This design comes from an exercise in tuning for small area, a short achievable clock period and few clock cycles per item on the open sky130 flow, not from production work.
Function was checked by simulation only, so behaviour that the tests miss may differ from the original.

$ cat run.sh
#!/bin/bash
# synth_recipe.tcl (not shown) runs the flow's synth.tcl, then flattens the netlist and writes it again
# the make line also repeats each setting of config.mk as NAME=value (left out here)
make -C /OpenROAD-flow-scripts/flow DESIGN_CONFIG=/design/flow/config.mk WORK_HOME=/design/flow/orfs CLKGATE_MAP_FILE= SYNTH_SCRIPT=/design/flow/synth_recipe.tcl finish
$ cat config.mk
export PLATFORM = sky130hd
export DESIGN_NAME = matrix_convol
export DESIGN_NICKNAME = matrix_convol
export VERILOG_FILES = /design/flow/design.v
export SDC_FILE = /design/flow/constraint.sdc
export NUM_CORES = 4
export LEC_CHECK = 0
export CAP_MARGIN = 20
export CORE_MARGIN = 2
export CORE_UTILIZATION = 40
export SLEW_MARGIN = 20
$ cat constraint.sdc
create_clock -name core_clock -period 11.0 [get_ports {clk}]
set_input_delay 2.2000 -clock core_clock [delete_from_list [all_inputs] [get_ports {clk}]]
set_output_delay 2.2000 -clock core_clock [all_outputs]
set_load 0.01 [all_outputs]
$ cat design.v
`timescale 1ns / 1ps
module matrix_convol#(parameter m=9,f=3)(clk,rst,in_valid,in_ready,a,b,stride,out,done);
input clk,rst;
input in_valid;
output in_ready;
input [7:0]a,b;
input [3:0]stride;
output reg [15:0]out;
output reg done;
reg [1:0]state,next_state;
reg [7:0]x[m*m-1:0];
reg [7:0]h[f*f-1:0];
reg [15:0]sum;
reg [m:0]index;
reg [3:0]stride_r;
reg [f:0]row,col;
reg [m:0]count_row,count_col;
assign in_ready = (state==1);
always@(posedge clk)
begin
if(rst)
    state<=0;
else
    state<=next_state;
end
always@(posedge clk)
begin
if(rst)
    done<=0;
else
case(state)
    0:  begin
        index<=0;
        row<=0;
        col<=0;
        count_row<=0;
        count_col<=0;
        done<=0;
        out<=0;
        end
    1:  begin
        if(in_valid)
            begin
            x[index]<=a;
            if(index<f*f)
                h[index]<=b;
            if(index==0)
                stride_r<=stride;
            if(index<m*m-1)
                index<=index+1;
            else
                index<=0;
            end
        end
    2:  begin
        done=0;
        if(row==0 && col==0)
            begin
            sum = x[m*(count_row+row)+count_col]*h[f*row+col];
            end
        else
            begin
            sum = sum + x[m*(count_row+row)+count_col+col]*h[f*row+col];
            end
        if(row==f-1 && col==f-1)
            begin
            out = sum;
            done = 1;
            end
        end
    3:  begin
        done<=0;
        if(col<f-1)
            begin
            col<=col+1;
            end
        else
            begin
            col<=0;
            if(row<f-1)
                begin
                row<=row+1;
                end
            else
                begin
                row<=0;
                if(count_col+stride_r+f<=m)
                    begin
                    count_col<=count_col+stride_r;
                    end
                else
                    begin
                    count_col<=0;
                    if(count_row+stride_r+f<=m)
                        begin
                        count_row<=count_row+stride_r;
                        end
                    else
                        begin
                        count_row<=0;
                        end
                    end
                end
            end
        end
endcase
end
always@(*)
begin
case(state)
    0:  begin
        next_state=1;
        end
    1:  begin
        if(in_valid && index==m*m-1)
            begin
            next_state=2;
            end
        else
            begin
            next_state=1;
            end
        end
    2:  begin
        next_state=3;
        end
    3:  begin
        next_state=2;
        if(col>=f-1 && row>=f-1 && count_col+stride_r+f>m && count_row+stride_r+f>m)
            begin
            next_state=0;
            end
        end
endcase
end
endmodule
==> flow_summary.ini <==
[clock_network]
ctsHoldBuffers = 0
root_buffer = clkbuf_16
clk_path_buf_depth = 3
htreeDepth = 3
post_cts_buffers = 0
clkSinkCount = 797
cts_tree = yes
cts_resized = 0
clock_latency_ns = 0.68
numCtsBuffers = 88
clkTransAtPathRegs_ns = 0.06

[synth]
ys_seq_area_frac = 0.559
synth_compound_area_frac = 0.0363
ys_types = 65
ys_seq_elements = 797
synth_top_family_by_area = multiplexers
synth_flop_cell = edfxtp_1
syn_inst = 2562
synth_fa_ha_area_frac = 0.0851
synth_edf_count = 794
async_flop_share = 0
synthSimpleGateAreaFrac = 0.0493
synth_xor_area_frac = 0.0114
synthMuxAreaShare = 0.225
syn_area_sq_um = 42800
synth_area_per_cell_sq_um = 16.7
ys_warn_count = 1

[global_route]
grt.overflow.total = 0
grt_use_met1 = 0.291
antenna_found_initial = 1
grt_max_degree = 99
grt_pass1_wl_mm = 168
use_met2 = 0.331
met3_usage = 0.0502
grt_pass1_vias = 24886
grt_usage = 0.209
top_usage_layer = met2

[final_layout]
nNetsFinal = 2885
n_antenna_cell = 0
drive_gt1_frac = 0.230
final_cell_mix = edfxtp_1 (794), mux4_2 (391), inv_1 (208)
fin_cells = 4092
area_growth_pct = 11.7
final_common_cell = edfxtp_1

[drt]
routedWlPerCell_um = 27.8
drtIter0Drc = 2634
drt-pass1-iter-count = 8
vias = 24817
drt-total-wl_mm = 114
drc = 0
viasPerCell = 6.06
drtAntennaViolNets = 0

[timing]
relSlewSlack = 0.265
max_freq_mhz = 98.8
worst_pin_slew_ns = 1.10
hold_violations = 0
hold_ws_ns = 0.561
finClkSkew_ns = 0.0338
final.min_clock_period_ns = 10.12
fin_tns_setup_ns = 0
finalCritPeriodShare = 0.920
rsz0062_at_grt = no
maxSlewViolCount = 0
finalSetupViolCount = 0

[place]
dp_cells = 3931
gp_congestion = 0.878
hpwlAfterDp_mm = 75.9
portBuffers = 40

[critical_path]
critical_path_class = register to register
r2r_cells = 33
cpPeakStageDelay_ns = 0.79
path_max_fanout = 24
path_common_cell = ha_1
startpoint_type = register
r2r_slack_ns = 0.88
cpMaxStageDelayCell = a211oi_2
required_ns = 11.50
critPathCaptureType = register
cp.arrival_ns = 10.62

[die]
row_count = 119
io_pins = 41
start_util = 0.405
die-area_sq_um = 110000
die_y_um = 331
dieWidth_um = 331
core-area_sq_um = 106000

[min_path]
hp-class = register to register
whs_path_depth = 2

[job]
maxCapViolations = 0

[outcome]
status = finished clean
final timing paths:
| check | start | endpoint |
|---|---|---|
| hold / removal | state[0] | state[0] |
| setup / recovery | row[2] | out[15] |
| setup reg to reg | row[2] | out[15] |
| hold reg to reg | state[0] | state[0] |
cells in the mapped netlist, types with 11 or more instances:
master / count / area, sq um
a211oi_1: 45 / 338
a21o_1: 12 / 90.1
a21oi_1: 47 / 235
and2_1: 19 / 119
and3_1: 34 / 213
buf_2: 44 / 220
buf_4: 13 / 97.6
clkbuf_1: 59 / 221
edfxtp_1: 794 / 23800
fa_1: 100 / 2000
ha_1: 131 / 1640
inv_1: 208 / 781
mux2i_1: 56 / 561
mux4_2: 391 / 8810
nand2_1: 96 / 360
nand3_1: 52 / 260
nor2_1: 151 / 567
nor2b_1: 14 / 87.6
nor3_1: 48 / 240
o211ai_1: 25 / 188
o21a_1: 11 / 82.6
o21ai_0: 42 / 210
xnor2_1: 29 / 254
xor2_1: 22 / 193
cell families after synthesis:
family          after synthesis
compound gates              226
xor+xnor                     53
fa+ha+maj                   231
buf+inv                     338
flops                       797
mux                         462
other cells                   1
simple gates                454
sequential cells by signal, summed over array words and instances (netlist names):
signal,count
x,648
count_col,10
out,16
done,1
state,2
index,10
row,4
col,4
stride_r,4
h,72
sum,16
count_row,10
stage by stage:
stage	instance area [sq um]	util	setup WS [ns]
after floorplan	42800	-	1.60
after global placement	44900	0.425	0.966
after detailed placement	44900	0.425	0.936
after CTS	47800	0.452	0.897
after global routing	47800	0.452	0.272
final	47800	0.452	0.879
critical path: cells and delay by family, from the launching register on:
family	cells	cell delay [ns]
mux	2	0.74
buf+inv	5	0.89
simple gates	4	0.87
xor+xnor	2	0.32
fa+ha+maj	10	3.84
flops	1	0.50
compound gates	10	2.75
routing by layer:
metal  wire length [um]  up-vias
li1                   -    10341
met1              46500    13010
met2              54000     1312
met3              10300      152
met4               2720        2
met5                  7        -
cell type report:
cell class,count,area (sq um)
multi-input cells,1438,17600
repair buffers,96,878
inverters,210,788
clock inverters,57,573
fillers,9059,57900
well taps,1391,1740
flip-flops and latches,797,23900
clock buffers,103,2280
Testbench counts, summed over its fixed seeds: cycles 68,300, frames 80.

-- static timing again, ports no longer ideal --
In the flow no input, the clock included, has a driving cell. The finished layout below was timed again as built, in two steps. Step 1: set_driving_cell puts a clkbuf_16 on clk and a buf_2 on each other input, an assumption about the parent block. Step 2 times the ports against the registers' clock, not the clock port: input delays grow and output delays shrink by t, the midpoint of the rising clock arrivals with the driver on. a / b / c = ideal ports / drivers / drivers and shift; a / b = the first two.
t (ns): 0.738
setup WS [ns]: 0.879 / 0.879 / 0.879
hold slack, ns: 0.561 / 0.561 / 0.561
latest minus earliest clock arrival (ns): 0.035 / 0.034
After both steps setup and hold are still met in this run. The setup slack of this run moves by 0.000 ns with the drivers and by 0.000 ns with both steps.
